From an optimization exercise on the open Yosys and OpenROAD flow, aimed at small area; shortcuts taken in it are not production practice. At most, simulation tests tie the RTL to the original design; equivalence was not proved. No activity file was given, so power comes from the tool's default toggle rates.

the previous run:
// ANITA3_simple_trigger
module ANITA3_simple_trigger( clk250_i,
										rst_i,
										L1_i,
										trig_o,
										scal_o,
										scal_L1_o,
										disable_i,
										refpulse_i,
										mon_scal_o,
										ant_mask_i,
										phi_mask_i,
										phi_o,
										count_o
										);
export LEC_CHECK = 0
export CAP_MARGIN = 20
export CORE_MARGIN = 2
export CORE_UTILIZATION = 40
export SLEW_MARGIN = 20
create_clock -name core_clock -period 4.0 [get_ports {clk250_i}]
standard.sh (not shown) runs the stock make flow with config.mk's settings and CLKGATE_MAP_FILE= SYNTH_SCRIPT=/design/flow/synth_recipe.tcl, a recipe that flattens the netlist after the stock synthesis.
==> flow/flow/run.sh <==
#!/bin/bash
set -euo pipefail
export BUFFER_PORTS_ARGS="-buffer_cell sky130_fd_sc_hd__buf_1"
export CTS_ARGS="-sink_clustering_enable -repair_clock_nets -dont_use_dummy_load -buf_list sky130_fd_sc_hd__clkbuf_4 -sink_clustering_size 10 -sink_clustering_max_diameter 50"

bash standard.sh finish > standard_make.log 2>&1
> inputs changed (the previous run -> the current run)
==> flow/flow/run.sh <==
#!/bin/bash
# Standard ORFS layout with three changes: port buffers are buf_1, CTS uses
# clkbuf_8 sink clusters of up to 20 flops, and CTS adds no dummy loads.
set -euo pipefail
export BUFFER_PORTS_ARGS="-buffer_cell sky130_fd_sc_hd__buf_1"
export CTS_ARGS="-sink_clustering_enable -repair_clock_nets -buf_list sky130_fd_sc_hd__clkbuf_8 -sink_clustering_size 20 -sink_clustering_max_diameter 60 -dont_use_dummy_load"
bash standard.sh finish > standard_make.log 2>&1
Results
Diff the previous run -> the current run: timing-limited maximum frequency increased by about 11% relative to the old numbers, register-to-register slack increased by 30 ps relative to the old numbers, final design instance area without fill decreased by about 2.2% relative to the old numbers.
No run of this note included a check of the RTL's function; only the layout flow was run.


Another version of the RTL of ANITA3_simple_trigger (not shown whole).
Size: roughly 2600 cells after synthesis, roughly 250 I/O pins.
==> flow/config.mk <==
export PLATFORM = sky130hd
export DESIGN_NAME = ANITA3_simple_trigger
export DESIGN_NICKNAME = ANITA3_simple_trigger
export VERILOG_FILES = /design/flow/design.v
export SDC_FILE = /design/flow/constraint.sdc
export NUM_CORES = 4
export LEC_CHECK = 0
export CAP_MARGIN = 20
export CORE_MARGIN = 2
export CORE_UTILIZATION = 60
export PLACE_DENSITY = 0.7
export SLEW_MARGIN = 20
==> flow/constraint.sdc <==
create_clock -name core_clock -period 4.0 [get_ports {clk250_i}]
set_input_delay 0.8000 -clock core_clock [delete_from_list [all_inputs] [get_ports {clk250_i}]]
set_output_delay 0.8000 -clock core_clock [all_outputs]
set_load 0.01 [all_outputs]
==> flow/flow/run.sh <==
#!/bin/bash
set -euo pipefail
export BUFFER_PORTS_ARGS="-buffer_cell sky130_fd_sc_hd__buf_1"
export CTS_ARGS="-sink_clustering_enable -repair_clock_nets -dont_use_dummy_load -buf_list sky130_fd_sc_hd__clkbuf_8 -sink_clustering_size 24 -sink_clustering_max_diameter 40"

bash standard.sh finish > standard_make.log 2>&1
Next try:
==> flow/flow/run.sh (replaced) <==
#!/bin/bash
# Standard ORFS layout with three changes: port buffers are buf_1, CTS uses
# clkbuf_8 sink clusters of up to 20 flops, and CTS adds no dummy loads.
set -euo pipefail
export BUFFER_PORTS_ARGS="-buffer_cell sky130_fd_sc_hd__buf_1"
export CTS_ARGS="-sink_clustering_enable -repair_clock_nets -buf_list sky130_fd_sc_hd__clkbuf_8 -sink_clustering_size 20 -sink_clustering_max_diameter 60 -dont_use_dummy_load"
bash standard.sh finish > standard_make.log 2>&1
--- a/flow/config.mk
+++ b/flow/config.mk
@@ -8,5 +8,4 @@
 export CAP_MARGIN = 20
 export CORE_MARGIN = 2
-export CORE_UTILIZATION = 60
-export PLACE_DENSITY = 0.7
+export CORE_UTILIZATION = 40
 export SLEW_MARGIN = 20
After rerunning: The new run completed with no timing, DRC or antenna violations. Cell area increases slightly. Synthesized area does not change. Via count is lower by a few percent. Core utilization came out lower by 21 points. Routed wire length goes up by a few percent. Clock-buffer cell count went down by 26. Hold slack gains 19 ps.
Next try:
==> flow/flow/run.sh (replaced) <==
#!/bin/bash
set -euo pipefail
export BUFFER_PORTS_ARGS="-buffer_cell sky130_fd_sc_hd__buf_1"
export CTS_ARGS="-sink_clustering_enable -repair_clock_nets -dont_use_dummy_load -buf_list sky130_fd_sc_hd__clkbuf_16 -sink_clustering_size 36 -sink_clustering_max_diameter 40"

bash standard.sh finish > standard_make.log 2>&1
--- a/flow/config.mk
+++ b/flow/config.mk
@@ -8,4 +8,5 @@
 export CAP_MARGIN = 20
 export CORE_MARGIN = 2
-export CORE_UTILIZATION = 40
+export CORE_UTILIZATION = 75
+export PLACE_DENSITY = 0.85
 export SLEW_MARGIN = 20
- The new run went through all stages and came out clean
- worst hold slack gets better by 60 ps
- sequential share of layout area came out lower by 1.9 points
- die area fell by about 46%
- design area is higher by 2.4%
- fmax went down by about 5.6%
- global-route usage goes up by 16 points
- power grows by 17%
- via count rises by 11%
- count of clock-buffer cells in the layout goes up by 25
- wire length is higher by 32%
Next try:
==> flow/flow/run.sh (replaced) <==
#!/bin/bash
set -euo pipefail
export BUFFER_PORTS_ARGS="-buffer_cell sky130_fd_sc_hd__buf_1"
export CTS_ARGS="-sink_clustering_enable -repair_clock_nets -dont_use_dummy_load -buf_list sky130_fd_sc_hd__clkbuf_8 -sink_clustering_size 22 -sink_clustering_max_diameter 60"

bash standard.sh finish > standard_make.log 2>&1
--- a/flow/config.mk
+++ b/flow/config.mk
@@ -8,5 +8,4 @@
 export CAP_MARGIN = 20
 export CORE_MARGIN = 2
-export CORE_UTILIZATION = 75
-export PLACE_DENSITY = 0.85
+export CORE_UTILIZATION = 40
 export SLEW_MARGIN = 20
After rerunning: Design area shrinks by a few percent. Clock skew goes up by 56 ps. Clock power is lower by well over a third. Wire length falls by a quarter to a third. Cell count climbs by about a fifth. Die area went up by well over a third. Via count falls by roughly a tenth. Count of clock-buffer cells in the layout falls by 28. Register-to-register slack gains 90 ps. Global-route usage goes down by 16 points. Hold slack gets worse by 71 ps.
Next try:
==> flow/flow/run.sh (replaced) <==
#!/bin/bash
set -euo pipefail
export BUFFER_PORTS_ARGS="-buffer_cell sky130_fd_sc_hd__buf_1"
export CTS_ARGS="-sink_clustering_enable -repair_clock_nets -dont_use_dummy_load -buf_list sky130_fd_sc_hd__clkbuf_8 -sink_clustering_size 20 -sink_clustering_max_diameter 60"

bash standard.sh finish > standard_make.log 2>&1
--- a/flow/config.mk
+++ b/flow/config.mk
@@ -8,4 +8,5 @@
 export CAP_MARGIN = 20
 export CORE_MARGIN = 2
-export CORE_UTILIZATION = 40
+export CORE_UTILIZATION = 75
+export PLACE_DENSITY = 0.85
 export SLEW_MARGIN = 20
Synthesized area does not change; design area decreases by a few percent; non-clock buffer count is lower by 2; worst hold slack is better by 66 ps; maximum frequency increases by a few percent; synthesized cell count stays the same; total power goes down slightly; register-to-register slack gains 140 ps.

## what the ideal ports hide
The flow's constraints put no driver on any port. The routed layouts listed below were extracted and timed again, unchanged, in two steps.
Step 1 sets driving cells, clkbuf_16 on the clock port and buf_2 on the other inputs (assumed; they add their load-dependent delay and slew).
Step 2 moves the port delays by t, midway between the first and last clock arrival at a register: inputs arrive t later, outputs are due t later. That takes back most of the time a late clock gives input paths.
Three values: ideal ports, drivers, drivers and shift; two values: the first two.
| run | shift t [ns] | setup slack, ns | slew at the worst register clock pin (ns) | worst data-port slew with drivers (ns) |
|---|---|---|---|---|
| the previous run | 1.033 | 1.465 / 1.406 / 0.661 | 0.11 / 0.11 | 0.07 |
| the current run | 0.775 | 1.718 / 1.660 / 1.265 | 0.12 / 0.12 | 0.13 |
| the first run of note 2 | 0.803 | 1.819 / 1.759 / 1.474 | 0.12 / 0.12 | 0.09 |
| the second run of note 2 | 0.784 | 1.733 / 1.676 / 1.423 | 0.11 / 0.11 | 0.10 |
| the third run of note 2 | 0.768 | 1.598 / 1.535 / 1.083 | 0.10 / 0.10 | 0.09 |
| the fourth run of note 2 | 0.781 | 1.736 / 1.678 / 1.410 | 0.12 / 0.12 | 0.10 |
| the fifth run of note 2 | 0.748 | 1.813 / 1.754 / 1.285 | 0.12 / 0.12 | 0.09 |
After both steps setup and hold are still met in every run listed. For the previous run, which loses most, drivers alone change the setup slack by -0.059 ns; drivers and shift together by -0.804 ns.
